Background: an optimization exercise with open tools, aiming at a short achievable clock period and few clock cycles. Do not read the settings as production practice. The RTL was checked by simulation tests, not by an equivalence proof against the original design.

==> flow/run.sh <==
#!/bin/bash
# synth_recipe.tcl (not shown) runs the flow's synth.tcl, then flattens the netlist and writes it again
# the make line also repeats each setting of config.mk as NAME=value (left out here)
make -C /OpenROAD-flow-scripts/flow DESIGN_CONFIG=/design/flow/config.mk WORK_HOME=/design/flow/orfs CLKGATE_MAP_FILE= SYNTH_SCRIPT=/design/flow/synth_recipe.tcl finish
==> flow/config.mk <==
export PLATFORM = sky130hd
export DESIGN_NAME = rv32i_cpu
export DESIGN_NICKNAME = rv32i_cpu
export VERILOG_FILES = /design/flow/design.v
export SDC_FILE = /design/flow/constraint.sdc
export NUM_CORES = 4
export LEC_CHECK = 0
export CAP_MARGIN = 20
export CORE_MARGIN = 2
export CORE_UTILIZATION = 40
export SLEW_MARGIN = 20
==> flow/constraint.sdc <==
create_clock -name core_clock -period 8.0 [get_ports {clk}]
set_input_delay 1.6000 -clock core_clock [delete_from_list [all_inputs] [get_ports {clk}]]
set_output_delay 1.6000 -clock core_clock [all_outputs]
set_load 0.01 [all_outputs]
==> flow/design.v <==
`timescale 1ns / 1ps
module alu (
    input wire [31:0] a,
    input wire [31:0] b,
    input wire [3:0] alu_control,
    output reg [31:0] result,
    output wire zero
);
always @(*) begin
    case (alu_control)
        4'b0000:  result = a + b;
        4'b0001:  result = a - b;
        4'b1001:  result = a & b;
        4'b1000:   result = a | b;
        4'b0101:  result = a ^ b;
        4'b0010:  result = a << b[4:0];      
        4'b0110:  result = a >> b[4:0];      
        4'b0111:  result = $signed(a) >>> b[4:0];  
        4'b0011:  result = ($signed(a) < $signed(b)) ? 32'd1 : 32'd0;
        4'b0100: result = (a < b) ? 32'd1 : 32'd0;
        4'b1010:  result = b;                
        default:  result = 32'd0;
    endcase
end
assign zero = (result == 32'd0);
endmodule
`timescale 1ns / 1ps
module immediate_generator (
    input wire [31:0] instr,
    output reg [31:0] imm_out
);
    wire [6:0] opcode = instr[6:0];
    always @(*) begin
        case (opcode)
            7'b0010011, 7'b0000011, 7'b1100111:
                imm_out = {{20{instr[31]}}, instr[31:20]};   
            7'b0100011:
                imm_out = {{20{instr[31]}}, instr[31:25], instr[11:7]};   
            7'b1100011: 
                imm_out = {{20{instr[31]}}, instr[7], instr[30:25], instr[11:8], 1'b0};
            7'b0110111, 7'b0010111:
                imm_out = {instr[31:12], 12'b0};   
            7'b1101111:
                imm_out = {{11{instr[31]}}, instr[31], instr[19:12], instr[20], instr[30:21], 1'b0};
            default:
                imm_out = 32'b0;
        endcase
    end
endmodule
`timescale 1ns / 1ps
module control_unit (
    input wire [31:0] instruction,   
    output reg [20-1:0] control_signals
);
    wire [6:0] opcode = instruction[6:0];
    wire [2:0] funct3 = instruction[14:12];
    wire [6:0] funct7 = instruction[31:25];
    reg reg_write, mem_to_reg, mem_read, mem_write;
    reg branch, jump, alu_src;
    reg [3:0] alu_op;
    reg [2:0] imm_type;
    reg [1:0] pc_src;
    always @(*) begin
        reg_write = 0;
        mem_to_reg = 0;
        mem_read = 0;
        mem_write = 0;
        branch = 0;
        jump = 0;
        alu_src = 0;
        alu_op = 4'b0000;   
        imm_type = 3'b000;
        pc_src = 2'b00;
        case (opcode)
            7'b0110011: begin   
                reg_write = 1;
                alu_src = 0;
                case (funct3)
                    3'b000: alu_op = funct7[5] ? 4'b0001 : 4'b0000;
                    3'b001: alu_op = 4'b0010;
                    3'b010: alu_op = 4'b0011;
                    3'b011: alu_op = 4'b0100;
                    3'b100: alu_op = 4'b0101;
                    3'b101: alu_op = funct7[5] ? 4'b0111 : 4'b0110;
                    3'b110: alu_op = 4'b1000;
                    3'b111: alu_op = 4'b1001;
                endcase
            end
            7'b0010011: begin   
                reg_write = 1;
                alu_src = 1;
                imm_type = 3'b000;  
                case (funct3)
                    3'b000: alu_op = 4'b0000;   
                    3'b001: alu_op = 4'b0010;   
                    3'b010: alu_op = 4'b0011;   
                    3'b011: alu_op = 4'b0100;  
                    3'b100: alu_op = 4'b0101;   
                    3'b101: alu_op = funct7[5] ? 4'b0111 : 4'b0110;  
                    3'b110: alu_op = 4'b1000;    
                    3'b111: alu_op = 4'b1001;   
                endcase
            end
            7'b0000011: begin   
                reg_write = 1;
                mem_to_reg = 1;
                mem_read = 1;
                alu_src = 1;
                alu_op = 4'b0000;
                imm_type = 3'b000;  
            end
            7'b0100011: begin   
                mem_write = 1;
                alu_src = 1;
                alu_op = 4'b0000;
                imm_type = 3'b001;  
            end
            7'b1100011: begin   
                branch = 1;
                alu_op = 4'b0001;  
                imm_type = 3'b010;  
            end
            7'b1101111: begin   
                jump = 1;
                reg_write = 1;
                pc_src = 2'b01;  
                imm_type = 3'b011;  
            end
            7'b1100111: begin   
                jump = 1;
                reg_write = 1;
                alu_src = 1;
                pc_src = 2'b10;  
                imm_type = 3'b000;  
            end
            7'b0110111: begin   
                reg_write = 1;
                alu_src = 1;
                alu_op = 4'b1010;  
                imm_type = 3'b100;  
            end
            7'b0010111: begin   
                reg_write = 1;
                alu_src = 1;
                alu_op = 4'b0000;
                imm_type = 3'b100;  
                pc_src = 2'b11;  
            end
            default: begin
            end
        endcase
        control_signals = 0;
        control_signals[0] = reg_write;
        control_signals[1] = mem_to_reg;
        control_signals[2] = mem_read;
        control_signals[3] = mem_write;
        control_signals[4] = branch;
        control_signals[5] = jump;
        control_signals[6] = alu_src;
        control_signals[10:7] = alu_op;
        control_signals[13:11] = imm_type;
        control_signals[15:14] = pc_src;
        if (mem_read || mem_write)
            control_signals[14:12] = funct3;
    end
endmodule
`timescale 1ns / 1ps
module forwarding_unit (
    input wire [4:0] id_ex_rs1_addr,   
    input wire [4:0] id_ex_rs2_addr,   
    input wire [4:0] ex_mem_rd_addr,   
    input wire ex_mem_reg_write,       
    input wire [4:0] mem_wb_rd_addr,   
    input wire mem_wb_reg_write,       
    output reg [1:0] forward_a,        
    output reg [1:0] forward_b         
);
    localparam NO_FORWARD = 2'b00;
    localparam FORWARD_FROM_EX = 2'b01;
    localparam FORWARD_FROM_MEM = 2'b10;
    always @(*) begin
        forward_a = NO_FORWARD;
        forward_b = NO_FORWARD;
        if (ex_mem_reg_write && 
            (ex_mem_rd_addr != 5'b0) && 
            (ex_mem_rd_addr == id_ex_rs1_addr)) begin
            forward_a = FORWARD_FROM_EX;
        end
        else if (mem_wb_reg_write && 
                (mem_wb_rd_addr != 5'b0) && 
                (mem_wb_rd_addr == id_ex_rs1_addr)) begin
            forward_a = FORWARD_FROM_MEM;
        end
        if (ex_mem_reg_write && 
            (ex_mem_rd_addr != 5'b0) && 
            (ex_mem_rd_addr == id_ex_rs2_addr)) begin
            forward_b = FORWARD_FROM_EX;
        end
        else if (mem_wb_reg_write && 
                (mem_wb_rd_addr != 5'b0) && 
                (mem_wb_rd_addr == id_ex_rs2_addr)) begin
            forward_b = FORWARD_FROM_MEM;
        end
    end
endmodule
`timescale 1ns / 1ps
module hazard_detection (
    input wire [4:0] if_id_rs1_addr,   
    input wire [4:0] if_id_rs2_addr,   
    input wire [4:0] id_ex_rd_addr,    
    input wire id_ex_mem_read,         
    output reg stall                   
);
    always @(*) begin
        stall = id_ex_mem_read && 
               (id_ex_rd_addr != 5'b0) && 
               ((id_ex_rd_addr == if_id_rs1_addr) || (id_ex_rd_addr == if_id_rs2_addr));
    end
endmodule
`timescale 1ns / 1ps
module register_file #(
    parameter WIDTH = 32,
    parameter DEPTH = 16    
)(
    input wire clk,
    input wire reset,
    input wire [4:0] rs1_addr,
    input wire [4:0] rs2_addr,
    output reg [WIDTH-1:0] rs1_data,
    output reg [WIDTH-1:0] rs2_data,
    input wire [4:0] rd_addr,
    input wire [WIDTH-1:0] rd_data,
    input wire reg_write
);
    reg [WIDTH-1:0] regs [1:DEPTH-1];
    always @(posedge clk or posedge reset) begin
        if (reset) begin
            for (int i = 1; i < DEPTH; i++) begin
                regs[i] <= '0;
            end
        end else if (reg_write && rd_addr[3:0] != 4'd0) begin
            regs[rd_addr[3:0]] <= rd_data;
        end
    end
    always @(*) begin
        rs1_data = (rs1_addr[3:0] == 4'd0) ? '0 :
                  ((reg_write && (rs1_addr[3:0] == rd_addr[3:0])) ? rd_data :
                  regs[rs1_addr[3:0]]);
        rs2_data = (rs2_addr[3:0] == 4'd0) ? '0 :
                  ((reg_write && (rs2_addr[3:0] == rd_addr[3:0])) ? rd_data :
                  regs[rs2_addr[3:0]]);
    end
endmodule
`timescale 1ns / 1ps
module if_stage (
    input wire clk,
    input wire reset,
    input wire stall,
    input wire flush,
    input wire pc_src,       
    input wire [31:0] new_pc,      
    output wire [31:0] imem_addr,
    output wire imem_read,
    input wire [31:0] imem_data,
    output reg [31:0] if_id_pc,
    output reg [31:0] if_id_instruction,
    output reg if_id_valid
);
    reg [31:0] pc_reg;
    wire [31:0] pc_next;
    assign pc_next = pc_src ? new_pc : pc_reg + 4;
    wire [31:0] if_id_pc_next;
    wire [31:0] if_id_instruction_next;
    wire        if_id_valid_next;
    assign if_id_pc_next          = pc_reg;
    assign if_id_instruction_next = imem_data;
    assign if_id_valid_next       = 1'b1;
    always @(posedge clk or posedge reset) begin
        if (reset)
            pc_reg <= 32'h0;
        else if (!stall)
            pc_reg <= pc_next;
    end
    always @(posedge clk or posedge reset) begin
        if (reset) begin
            if_id_pc <= 32'h0;
            if_id_instruction <= 32'h13;
            if_id_valid <= 1'b0;
        end else if (flush) begin  
            if_id_pc <= 32'h0;
            if_id_instruction <= 32'h13;
            if_id_valid <= 1'b0;
        end else if (!stall) begin
            if_id_pc <= if_id_pc_next;
            if_id_instruction <= if_id_instruction_next;
            if_id_valid <= if_id_valid_next;
        end
    end
    assign imem_addr = pc_reg;
    assign imem_read = !stall;
endmodule
`timescale 1ns / 1ps
module id_stage (
    input wire clk,
    input wire reset,
    input wire stall,
    input wire flush,
    input wire if_id_valid,
    input wire [31:0] if_id_pc,
    input wire [31:0] if_id_instruction,
    output wire [4:0] rs1_addr,   
    output wire [4:0] rs2_addr,
    input wire [31:0] rs1_data,
    input wire [31:0] rs2_data,
    input wire [4:0] mem_wb_rd_addr,
    input wire [31:0] mem_wb_rd_data,
    input wire mem_wb_reg_write,
    output reg [31:0] id_ex_pc,
    output reg [31:0] id_ex_instruction,
    output reg [31:0] id_ex_rs1_data,
    output reg [31:0] id_ex_rs2_data,
    output reg [31:0] id_ex_immediate,
    output reg [4:0] id_ex_rd_addr,
    output reg [4:0] id_ex_rs1_addr,
    output reg [4:0] id_ex_rs2_addr,
    output reg [20-1:0] id_ex_control_signals,
    output reg id_ex_valid
);
    wire [4:0] rs1_addr_full = if_id_instruction[19:15];
    wire [4:0] rs2_addr_full = if_id_instruction[24:20];
    wire [4:0] rd_addr_full  = if_id_instruction[11:7];
    wire [20-1:0] control_signals;
    wire [31:0] immediate;
    control_unit ctrl_unit (
        .instruction(if_id_instruction),
        .control_signals(control_signals)
    );
    immediate_generator imm_gen (
        .instr(if_id_instruction),
        .imm_out(immediate)
    );
    wire [31:0] rs1_data_bypassed = (mem_wb_reg_write && mem_wb_rd_addr == rs1_addr_full && rs1_addr_full != 0) 
                                  ? mem_wb_rd_data : rs1_data;
    wire [31:0] rs2_data_bypassed = (mem_wb_reg_write && mem_wb_rd_addr == rs2_addr_full && rs2_addr_full != 0) 
                                  ? mem_wb_rd_data : rs2_data;
    assign rs1_addr = rs1_addr_full;
    assign rs2_addr = rs2_addr_full;
    always @(posedge clk or posedge reset) begin
        if (reset) begin
            id_ex_pc <= 0;
            id_ex_instruction <= 32'h00000013;  
            id_ex_rs1_data <= 0;
            id_ex_rs2_data <= 0;
            id_ex_immediate <= 0;
            id_ex_rd_addr <= 0;
            id_ex_rs1_addr <= 0;
            id_ex_rs2_addr <= 0;
            id_ex_control_signals <= 0;
            id_ex_valid <= 0;
        end else if (flush || stall) begin
            id_ex_pc <= 0;
            id_ex_instruction <= 32'h00000013;
            id_ex_rs1_data <= 0;
            id_ex_rs2_data <= 0;
            id_ex_immediate <= 0;
            id_ex_rd_addr <= 0;
            id_ex_rs1_addr <= 0;
            id_ex_rs2_addr <= 0;
            id_ex_control_signals <= 0;
            id_ex_valid <= 0;
        end else begin
            id_ex_pc <= if_id_pc;
            id_ex_instruction <= if_id_instruction;
            id_ex_rs1_data <= rs1_data_bypassed;
            id_ex_rs2_data <= rs2_data_bypassed;
            id_ex_immediate <= immediate;
            id_ex_rd_addr <= rd_addr_full;
            id_ex_rs1_addr <= rs1_addr_full;
            id_ex_rs2_addr <= rs2_addr_full;
            id_ex_control_signals <= control_signals;
            id_ex_valid <= if_id_valid;
        end
    end
endmodule
`timescale 1ns / 1ps
module ex_stage (
    input wire clk,
    input wire reset,
    input wire [31:0] id_ex_pc,
    input wire [31:0] id_ex_instruction,
    input wire [31:0] id_ex_rs1_data,
    input wire [31:0] id_ex_rs2_data,
    input wire [31:0] id_ex_immediate,
    input wire [4:0] id_ex_rd_addr,
    input wire [4:0] id_ex_rs1_addr,
    input wire [4:0] id_ex_rs2_addr,
    input wire [20-1:0] id_ex_control_signals,
    input wire id_ex_valid,
    input wire [1:0] forward_a,
    input wire [1:0] forward_b,
    input wire [31:0] wb_data,             
    output reg [31:0] ex_mem_pc,
    output reg [31:0] ex_mem_alu_result,
    output reg [31:0] ex_mem_rs2_data,
    output reg [4:0] ex_mem_rd_addr,
    output reg [20-1:0] ex_mem_control_signals,
    output reg ex_mem_valid,
    output wire [31:0] ex_mem_alu_result_fwd,  
    output wire branch_taken,                  
    output wire [31:0] branch_target           
);
    wire reg_write = id_ex_control_signals[0];
    wire mem_to_reg = id_ex_control_signals[1];
    wire mem_read = id_ex_control_signals[2];
    wire mem_write = id_ex_control_signals[3];
    wire branch = id_ex_control_signals[4];
    wire jump = id_ex_control_signals[5];
    wire alu_src = id_ex_control_signals[6];
    wire [3:0] alu_op = id_ex_control_signals[10:7];
    wire [31:0] alu_input_a, alu_input_b;
    reg [31:0] forwarded_rs1, forwarded_rs2;
    wire alu_zero;
    wire [31:0] pc_plus4 = id_ex_pc + 32'd4;
    wire [2:0] branch_type = id_ex_instruction[14:12];  
    reg branch_condition_met;
    always @(*) begin
        case (forward_a)
            2'b00: forwarded_rs1 = id_ex_rs1_data;        
            2'b01: forwarded_rs1 = ex_mem_alu_result;     
            2'b10: forwarded_rs1 = wb_data;               
            default: forwarded_rs1 = id_ex_rs1_data;
        endcase
        case (forward_b)
            2'b00: forwarded_rs2 = id_ex_rs2_data;        
            2'b01: forwarded_rs2 = ex_mem_alu_result;     
            2'b10: forwarded_rs2 = wb_data;               
            default: forwarded_rs2 = id_ex_rs2_data;
        endcase
    end
    wire [1:0] pc_src_sel = id_ex_control_signals[15:14];
    wire is_auipc = (pc_src_sel == 2'b11);
    wire is_jalr  = (pc_src_sel == 2'b10);
    assign alu_input_a = is_auipc ? id_ex_pc : forwarded_rs1;
    assign alu_input_b = alu_src ? id_ex_immediate : forwarded_rs2;
    wire [31:0] alu_result;
    alu alu_unit (
        .a(alu_input_a),
        .b(alu_input_b),
        .alu_control(alu_op),
        .result(alu_result),
        .zero(alu_zero)
    );
    always @(*) begin
        branch_condition_met = 1'b0;
        if (branch) begin
            case (branch_type)
                3'b000: branch_condition_met = (forwarded_rs1 == forwarded_rs2);  
                3'b001: branch_condition_met = (forwarded_rs1 != forwarded_rs2);  
                3'b100: branch_condition_met = ($signed(forwarded_rs1) < $signed(forwarded_rs2));  
                3'b101: branch_condition_met = ($signed(forwarded_rs1) >= $signed(forwarded_rs2));  
                3'b110: branch_condition_met = (forwarded_rs1 < forwarded_rs2);  
                3'b111: branch_condition_met = (forwarded_rs1 >= forwarded_rs2);  
                default: branch_condition_met = 1'b0;
            endcase
        end
    end
    assign branch_taken = (branch_condition_met || jump);
    wire [31:0] jalr_sum = forwarded_rs1 + id_ex_immediate;
    assign branch_target = is_jalr ? {jalr_sum[31:1], 1'b0} : (id_ex_pc + id_ex_immediate);
    always @(posedge clk or posedge reset) begin
        if (reset) begin
            ex_mem_pc <= 0;
            ex_mem_alu_result <= 0;
            ex_mem_rs2_data <= 0;
            ex_mem_rd_addr <= 0;
            ex_mem_control_signals <= 0;
            ex_mem_valid <= 0;
        end else begin
            ex_mem_pc <= id_ex_pc;
            ex_mem_alu_result <= jump ? pc_plus4 : alu_result;    
            ex_mem_rs2_data <= forwarded_rs2;
            ex_mem_rd_addr <= id_ex_rd_addr;
            ex_mem_control_signals <= id_ex_control_signals;
            ex_mem_valid <= id_ex_valid;
        end
    end
    assign ex_mem_alu_result_fwd = alu_result;
endmodule
`timescale 1ns / 1ps
module mem_stage (
    input wire clk,
    input wire reset,
    input wire [31:0] ex_mem_pc,
    input wire [31:0] ex_mem_alu_result,
    input wire [31:0] ex_mem_rs2_data,
    input wire [4:0] ex_mem_rd_addr,
    input wire [20-1:0] ex_mem_control_signals,
    input wire ex_mem_valid,
    output reg [31:0] dmem_addr,
    input wire [31:0] dmem_data_in,
    output reg [31:0] dmem_data_out,
    output reg dmem_read,
    output reg dmem_write,
    output reg [3:0] dmem_byte_enable,
    output reg [31:0] mem_wb_pc,
    output reg [31:0] mem_wb_alu_result,
    output reg [31:0] mem_wb_mem_data,
    output reg [4:0] mem_wb_rd_addr,
    output reg [20-1:0] mem_wb_control_signals,
    output reg mem_wb_valid
);
    wire mem_read_en = ex_mem_control_signals[2];
    wire mem_write_en = ex_mem_control_signals[3];
    wire [2:0] mem_width = ex_mem_control_signals[14:12];
    wire mem_unsigned = ex_mem_control_signals[14];
    always @(*) begin
        dmem_addr = ex_mem_alu_result;
        dmem_read = mem_read_en;
        dmem_write = mem_write_en;
        case (mem_width[1:0])
            2'b00: begin
                dmem_data_out = {4{ex_mem_rs2_data[7:0]}};
                case (ex_mem_alu_result[1:0])
                    2'b00: dmem_byte_enable = 4'b0001;
                    2'b01: dmem_byte_enable = 4'b0010;
                    2'b10: dmem_byte_enable = 4'b0100;
                    2'b11: dmem_byte_enable = 4'b1000;
                endcase
            end
            2'b01: begin
                dmem_data_out = {2{ex_mem_rs2_data[15:0]}};
                case (ex_mem_alu_result[1])
                    1'b0: dmem_byte_enable = 4'b0011;
                    1'b1: dmem_byte_enable = 4'b1100;
                endcase
            end
            default: begin
                dmem_data_out = ex_mem_rs2_data;
                dmem_byte_enable = 4'b1111;  
            end
        endcase
    end
    reg [31:0] read_data;
    always @(*) begin
        if (mem_read_en) begin
            case (mem_width[1:0])
                2'b00: begin
                    case (dmem_addr[1:0])
                        2'b00: read_data = mem_unsigned ? {24'b0, dmem_data_in[7:0]} : {{24{dmem_data_in[7]}}, dmem_data_in[7:0]};
                        2'b01: read_data = mem_unsigned ? {24'b0, dmem_data_in[15:8]} : {{24{dmem_data_in[15]}}, dmem_data_in[15:8]};
                        2'b10: read_data = mem_unsigned ? {24'b0, dmem_data_in[23:16]} : {{24{dmem_data_in[23]}}, dmem_data_in[23:16]};
                        2'b11: read_data = mem_unsigned ? {24'b0, dmem_data_in[31:24]} : {{24{dmem_data_in[31]}}, dmem_data_in[31:24]};
                    endcase
                end
                2'b01: begin
                    case (dmem_addr[1])
                        1'b0: read_data = mem_unsigned ? {16'b0, dmem_data_in[15:0]} : {{16{dmem_data_in[15]}}, dmem_data_in[15:0]};
                        1'b1: read_data = mem_unsigned ? {16'b0, dmem_data_in[31:16]} : {{16{dmem_data_in[31]}}, dmem_data_in[31:16]};
                    endcase
                end
                default: begin  
                    read_data = dmem_data_in;
                end
            endcase
        end else begin
            read_data = 32'b0;
        end
    end
    always @(posedge clk or posedge reset) begin
        if (reset) begin
            mem_wb_pc <= 32'h0;
            mem_wb_alu_result <= 32'h0;
            mem_wb_mem_data <= 32'h0;
            mem_wb_rd_addr <= 5'h0;
            mem_wb_control_signals <= {20{1'b0}};
            mem_wb_valid <= 1'b0;
        end else begin
            mem_wb_pc <= ex_mem_pc;
            mem_wb_alu_result <= ex_mem_alu_result;
            mem_wb_mem_data <= read_data;
            mem_wb_rd_addr <= ex_mem_rd_addr;
            mem_wb_control_signals <= ex_mem_control_signals;
            mem_wb_valid <= ex_mem_valid;
        end
    end
endmodule
`timescale 1ns / 1ps
module rv32i_cpu (
    input wire clk,
    input wire reset,
    output wire [31:0] imem_addr,
    input  wire [31:0] imem_rdata,
    output wire [31:0] dmem_addr,
    output wire [31:0] dmem_wdata,
    output wire        dmem_we,
    output wire [3:0]  dmem_be,
    input  wire [31:0] dmem_rdata
);
    wire [31:0] if_id_pc;
    wire [31:0] if_id_instruction;
    wire if_id_valid;
    wire [31:0] id_ex_pc;
    wire [31:0] id_ex_instruction;
    wire [31:0] id_ex_rs1_data;
    wire [31:0] id_ex_rs2_data;
    wire [31:0] id_ex_immediate;
    wire [4:0] id_ex_rd_addr;
    wire [4:0] id_ex_rs1_addr;
    wire [4:0] id_ex_rs2_addr;
    wire [20-1:0] id_ex_control_signals;
    wire id_ex_valid;
    wire [31:0] ex_mem_pc;
    wire [31:0] ex_mem_alu_result;
    wire [31:0] ex_mem_rs2_data;
    wire [4:0] ex_mem_rd_addr;
    wire [20-1:0] ex_mem_control_signals;
    wire ex_mem_valid;
    wire [31:0] mem_wb_pc;
    wire [31:0] mem_wb_alu_result;
    wire [31:0] mem_wb_mem_data;
    wire [4:0] mem_wb_rd_addr;
    wire [20-1:0] mem_wb_control_signals;
    wire mem_wb_valid;
    wire stall;
    wire [31:0] new_pc;
    wire pc_src;
    wire flush = pc_src;    
    wire [1:0] forward_a;
    wire [1:0] forward_b;
    wire [31:0] rs1_data;
    wire [31:0] rs2_data;
    wire [4:0] rs1_addr;
    wire [4:0] rs2_addr;
    wire [31:0] wb_data;
    wire imem_read;
    wire [31:0] dmem_data_in;
    wire [31:0] dmem_data_out;
    wire dmem_read;
    wire dmem_write;
    wire [3:0] dmem_byte_enable;
    wire [31:0] imem_data = imem_rdata;
    wire [31:0] dmem_addr_int;
    assign dmem_addr = dmem_addr_int;
    assign dmem_wdata = dmem_data_out;
    assign dmem_we = dmem_write;
    assign dmem_be = dmem_byte_enable;
    assign dmem_data_in = dmem_rdata;
    if_stage instruction_fetch (
        .clk(clk),
        .reset(reset),
        .stall(stall),
        .flush(flush),
        .pc_src(pc_src),
        .new_pc(new_pc),
        .imem_addr(imem_addr),
        .imem_data(imem_data),
        .imem_read(imem_read),
        .if_id_pc(if_id_pc),
        .if_id_instruction(if_id_instruction),
        .if_id_valid(if_id_valid)
    );
    id_stage instruction_decode (
        .clk(clk),
        .reset(reset),
        .stall(stall),
        .flush(flush),
        .if_id_pc(if_id_pc),
        .if_id_instruction(if_id_instruction),
        .if_id_valid(if_id_valid),
        .mem_wb_rd_addr(mem_wb_rd_addr),
        .mem_wb_rd_data(wb_data),
        .mem_wb_reg_write(mem_wb_control_signals[0]),
        .id_ex_pc(id_ex_pc),
        .id_ex_instruction(id_ex_instruction),
        .id_ex_rs1_data(id_ex_rs1_data),
        .id_ex_rs2_data(id_ex_rs2_data),
        .id_ex_immediate(id_ex_immediate),
        .id_ex_rd_addr(id_ex_rd_addr),
        .id_ex_rs1_addr(id_ex_rs1_addr),
        .id_ex_rs2_addr(id_ex_rs2_addr),
        .id_ex_control_signals(id_ex_control_signals),
        .id_ex_valid(id_ex_valid),
        .rs1_addr(rs1_addr),
        .rs2_addr(rs2_addr),
        .rs1_data(rs1_data),
        .rs2_data(rs2_data)
    );
    ex_stage execute (
        .clk(clk),
        .reset(reset),
        .id_ex_pc(id_ex_pc),
        .id_ex_instruction(id_ex_instruction),
        .id_ex_rs1_data(id_ex_rs1_data),
        .id_ex_rs2_data(id_ex_rs2_data),
        .id_ex_immediate(id_ex_immediate),
        .id_ex_rd_addr(id_ex_rd_addr),
        .id_ex_rs1_addr(id_ex_rs1_addr),
        .id_ex_rs2_addr(id_ex_rs2_addr),
        .id_ex_control_signals(id_ex_control_signals),
        .id_ex_valid(id_ex_valid),
        .ex_mem_pc(ex_mem_pc),
        .ex_mem_alu_result(ex_mem_alu_result),
        .ex_mem_rs2_data(ex_mem_rs2_data),
        .ex_mem_rd_addr(ex_mem_rd_addr),
        .ex_mem_control_signals(ex_mem_control_signals),
        .ex_mem_valid(ex_mem_valid),
        .forward_a(forward_a),
        .forward_b(forward_b),
        .wb_data(wb_data),
        .branch_taken(pc_src),   
        .branch_target(new_pc)
    );
    mem_stage memory_access (
        .clk(clk),
        .reset(reset),
        .ex_mem_pc(ex_mem_pc),
        .ex_mem_alu_result(ex_mem_alu_result),
        .ex_mem_rs2_data(ex_mem_rs2_data),
        .ex_mem_rd_addr(ex_mem_rd_addr),
        .ex_mem_control_signals(ex_mem_control_signals),
        .ex_mem_valid(ex_mem_valid),
        .dmem_addr(dmem_addr_int),
        .dmem_data_in(dmem_data_in),
        .dmem_data_out(dmem_data_out),
        .dmem_read(dmem_read),
        .dmem_write(dmem_write),
        .dmem_byte_enable(dmem_byte_enable),
        .mem_wb_pc(mem_wb_pc),
        .mem_wb_alu_result(mem_wb_alu_result),
        .mem_wb_mem_data(mem_wb_mem_data),
        .mem_wb_rd_addr(mem_wb_rd_addr),
        .mem_wb_control_signals(mem_wb_control_signals),
        .mem_wb_valid(mem_wb_valid)
    );
    assign wb_data = mem_wb_control_signals[1] ? mem_wb_mem_data : mem_wb_alu_result;
    hazard_detection hazard_detection (
        .id_ex_rd_addr(id_ex_rd_addr),
        .id_ex_mem_read(id_ex_control_signals[2]),
        .if_id_rs1_addr(rs1_addr),
        .if_id_rs2_addr(rs2_addr),
        .stall(stall)
    );
    forwarding_unit forwarding_unit (
        .id_ex_rs1_addr(id_ex_rs1_addr),
        .id_ex_rs2_addr(id_ex_rs2_addr),
        .ex_mem_rd_addr(ex_mem_rd_addr),
        .ex_mem_reg_write(ex_mem_control_signals[0]),
        .mem_wb_rd_addr(mem_wb_rd_addr),
        .mem_wb_reg_write(mem_wb_control_signals[0]),
        .forward_a(forward_a),
        .forward_b(forward_b)
    );
    register_file #(
        .WIDTH(32),
        .DEPTH(16)   
    ) reg_file (
        .clk(clk),
        .reset(reset),
        .rs1_addr(rs1_addr),
        .rs2_addr(rs2_addr),
        .rd_addr(mem_wb_rd_addr),
        .rd_data(wb_data),
        .reg_write(mem_wb_control_signals[0]),
        .rs1_data(rs1_data),
        .rs2_data(rs2_data)
    );
endmodule
==> summary.txt <==
## report_power, final
part	internal [W]	switching, W
sequential	0.00518	0.00113
clock	0.00294	0.00209
combinational	0.00192	0.00364
## synthesized netlist by cell type (46+ instances only)
master / number
a211oi_1: 65
a21o_1: 67
a21oi_1: 771
a221oi_1: 76
a222oi_1: 65
a22o_1: 47
a22oi_1: 262
and3_1: 113
clkbuf_1: 415
dfrtp_1: 879
ha_1: 192
inv_1: 164
mux2_2: 122
mux2i_1: 195
nand2_1: 569
nand2b_1: 48
nand3_1: 178
nand4_1: 61
nor2_1: 683
nor3_1: 72
o211ai_1: 46
o21ai_0: 395
o22ai_1: 105
xnor2_1: 72
xor2_1: 52
## per-layer routing
layer	track usage (%)	wire, um
met2	54.4	114000
met5	0.240	203
met4	22.0	19000
met1	54.5	116000
met3	13.0	35400
## placed cells by master (no fill, tap or decap), types with 19 or more instances in the layout
master	synthesis	layout
dfrtp_1	879	877
a21oi_1	771	771
nor2_1	683	652
nand2_1	569	567
o21ai_0	395	391
a22oi_1	262	262
buf_4	17	215
ha_1	192	192
mux2i_1	195	180
nand3_1	178	178
clkdlybuf4s50_1	0	166
inv_1	164	163
mux2_2	122	122
and3_1	113	112
o22ai_1	105	105
clkbuf_16	0	101
a221oi_1	76	76
xnor2_1	72	72
a21o_1	67	67
a211oi_1	65	65
a222oi_1	65	65
nand4_1	61	61
nor3_1	72	58
xor2_1	52	52
a22o_1	47	47
nand2b_1	48	46
o211ai_1	46	46
a31oi_1	33	33
nor2_4	0	31
o21a_1	27	27
a221o_1	26	26
nor2b_1	28	26
o31ai_1	23	23
or3_1	25	22
o221ai_1	22	22
nor4_1	23	20
and2_1	20	19
## path summary, 6_finish.rpt
| check | to | cells past startpoint | slack (ns) |
|---|---|---|---|
| max | execute.ex_mem_alu_result[28]$_DFF_PP0_ | 21 | 1.05 |
| min | execute.ex_mem_control_signals[12]$_DFF_PP0_ | 0 | 0.35 |
| max reg2reg | execute.ex_mem_alu_result[28]$_DFF_PP0_ | 21 | 1.05 |
| min reg2reg | execute.ex_mem_control_signals[12]$_DFF_PP0_ | 0 | 0.35 |
| max in group asynchronous | reg_file.regs[14][14]$_DFFE_PP0P_ | 4 | 4.82 |
| min in group asynchronous | reg_file.regs[8][24]$_DFFE_PP0P_ | 2 | 1.34 |
## kinds of logic (layout without fill, tap and decap cells)
family          count (synthesis)  count (layout)  share of synthesized area, %
buf+inv                       677             743                          4.97
mux                           328             328                          6.53
xor+xnor                      124             124                          1.98
other cells                     0              15                             0
flops                         882             882                          40.3
fa+ha+maj                     196             196                          4.53
compound gates               2214            2214                          26.4
simple gates                 1873            1873                          15.3
## layout make-up
cell class | instances | share of cell area [%]
well taps | 1781 | 3.57
clock inverters | 46 | 1.13
repair buffers | 387 | 5.45
flip-flops and latches | 882 | 35.4
diodes | 15 | 0.0602
clock buffers | 135 | 4.53
multi-input cells | 4735 | 48.8
inverters | 175 | 1.08
## per-stage QoR
stage,setup TNS (ns),hold slack (ns)
4_1_cts,0,0.354
3_3_place_gp,0,0.338
3_5_place_dp,0,0.337
6_report,0,0.352
2_1_floorplan,-5039.28,0.331
5_1_grt,0,0.363
==> metrics.cfg <==
[status]
status=no timing/DRC/antenna violations

[layout]
final.fill_count=13200
final_core_util_pct=46.0
areaGrowthSynthToFinish_pct=13.9
fin_nets=6542
regArea_mm2=0.0221
final_cell_area_mm2=0.0623
top_register=reg_file.regs
largest_register_ffs=480
drive_above_1_share_pct=10.6
finalNonFillerCells=8156
multi_input_area_mm2=0.0304

[setup_path]
slowest_delay_ns=0.62
critPathLaunch=memory_access.mem_wb_rd_addr[1]$_DFF_PP0_
worstPathCellList=or4_4 > o211a_4 > a21oi_1 > o31ai_1 > buf_4 > mux2i_1 > inv_1 > ha_1 > inv_1 > fa_1 > nor2_1 > o311a_1 > o41ai_1 > a21oi_1 > a41oi_1 > a21oi_1 > a31o_2 > o21ai_0 > nor2b_1 > mux2_2 > o32a_1
cp.arrival_ns=7.57
worstPathRequired_ns=8.62
worst-path-max-fanout=32
crit_path_frequent_cell=a21oi_1
end_kind=flip-flop
cp_top_family=compound AO/OA/AOI/OAI gates
crit_type=reg -> reg
critPathSlowestCell=or4_4
worstReg2RegStart=memory_access.mem_wb_rd_addr[1]$_DFF_PP0_
cp-start-kind=flip-flop
cp.buffers_inverters=3

[sta]
fin_ws_ns=1.05
setup_viol=0
maxSlewHeadroom_pct=13.2
skew_ns=0.0389
maxSlewViolCount=0
fmax_mhz=144
hold_viol_final=0
period_share_pct=86.9
rsz0062_at_grt=false
finalCriticalPeriod_ns=6.95
worstMarginPinSlew_ns=1.27

[synthesis]
synth_nets=6556
syn-cell-area_mm2=0.0547
synth_largest_area_cell=dfrtp_1
synthTopCellsByArea=dfrtp_1, a21oi_1, nor2_1
synth_cell_types=94
postSynthCellCount=6294
synthArstFlopShare_pct=100
synth_top_area_share_pct=40.2
ys_seq_area_share_pct=40.3
synth_flop_cell=dfrtp_1
ys_ff_latch=882
syn_avg_cell_area_um2=8.70
yosysWarnings=11
synth-edff-count=0

[cts]
clkLatencyLatePin_ns=0.75
root_buffer=clkbuf_16
cts_tree=done
clockBufferDepth=3
ctsHtreeMaxLevel=3
postCtsSetupBuffers=0
cts.sinks=882
ctsResizeCount=0
clk_pin_slew_ns=0.07
hold_buffers=0
numCtsBuffers=99

[die]
rows=135
core-area_mm2=0.136
fp.dieW_um=374
ios=167
initial_core_util_pct=40.4
dieArea_mm2=0.140
dieHeight_um=374

[detailed_routing]
ant_nets=0
drt-initial-drc-count=8944
wl_per_cell_um=34.9
viasPerCell=6.74
vias=54900
drcViolationCount=0
drtPass1Iterations=8
wirelength_um=285000

[grt]
grt_use_total_pct=39.6
grt_max_degree=143
first_global_vias=51900
grt_overflow=0
grt_pass1_wl_um=399000
antenna_found_initial=31

[placed_design]
portBuffers=166
dpl_cell_area_mm2=0.0588
pre_cts_slack_ns=1.20
dp_hpwl_um=194000
place_congestion=1.10
placed_cells=7960

[min_path]
hp-start=instruction_decode.id_ex_control_signals[12]$_DFF_PP0_
hp-class=reg -> reg

[power_and_ir_drop]
vdd_drop_max_mv=0.194
leakage_nw=27.5
power_density_mw_per_mm2=271
power_w=0.0169

[job]
drv_cap=0

Testbench counts, summed over its fixed seeds: cycles 64,675.

## re-timing with driven ports
The results above use ideal ports. As a check the final layout listed here was re-extracted and re-timed, cells and wires unchanged.
Step 1 assumes that a clkbuf_16 drives the clock port and a buf_2 every other input.
Step 2 times the ports against the registers' clock, not the clock port: input delays grow and output delays shrink by t, the midpoint of the rising clock arrivals with the driver on.
Three values: ideal, step 1, step 2; two values: the first two.
t (ns): 0.808
setup slack, ns: 1.049 / 1.049 / 1.049
worst setup path at the end: register to register
latest minus earliest clock arrival (ns): 0.042 / 0.042
pins driven straight from the clock port: 1
After both steps setup and hold are still met in this run. The setup slack of this run moves by 0.000 ns with the drivers and by 0.000 ns with both steps.
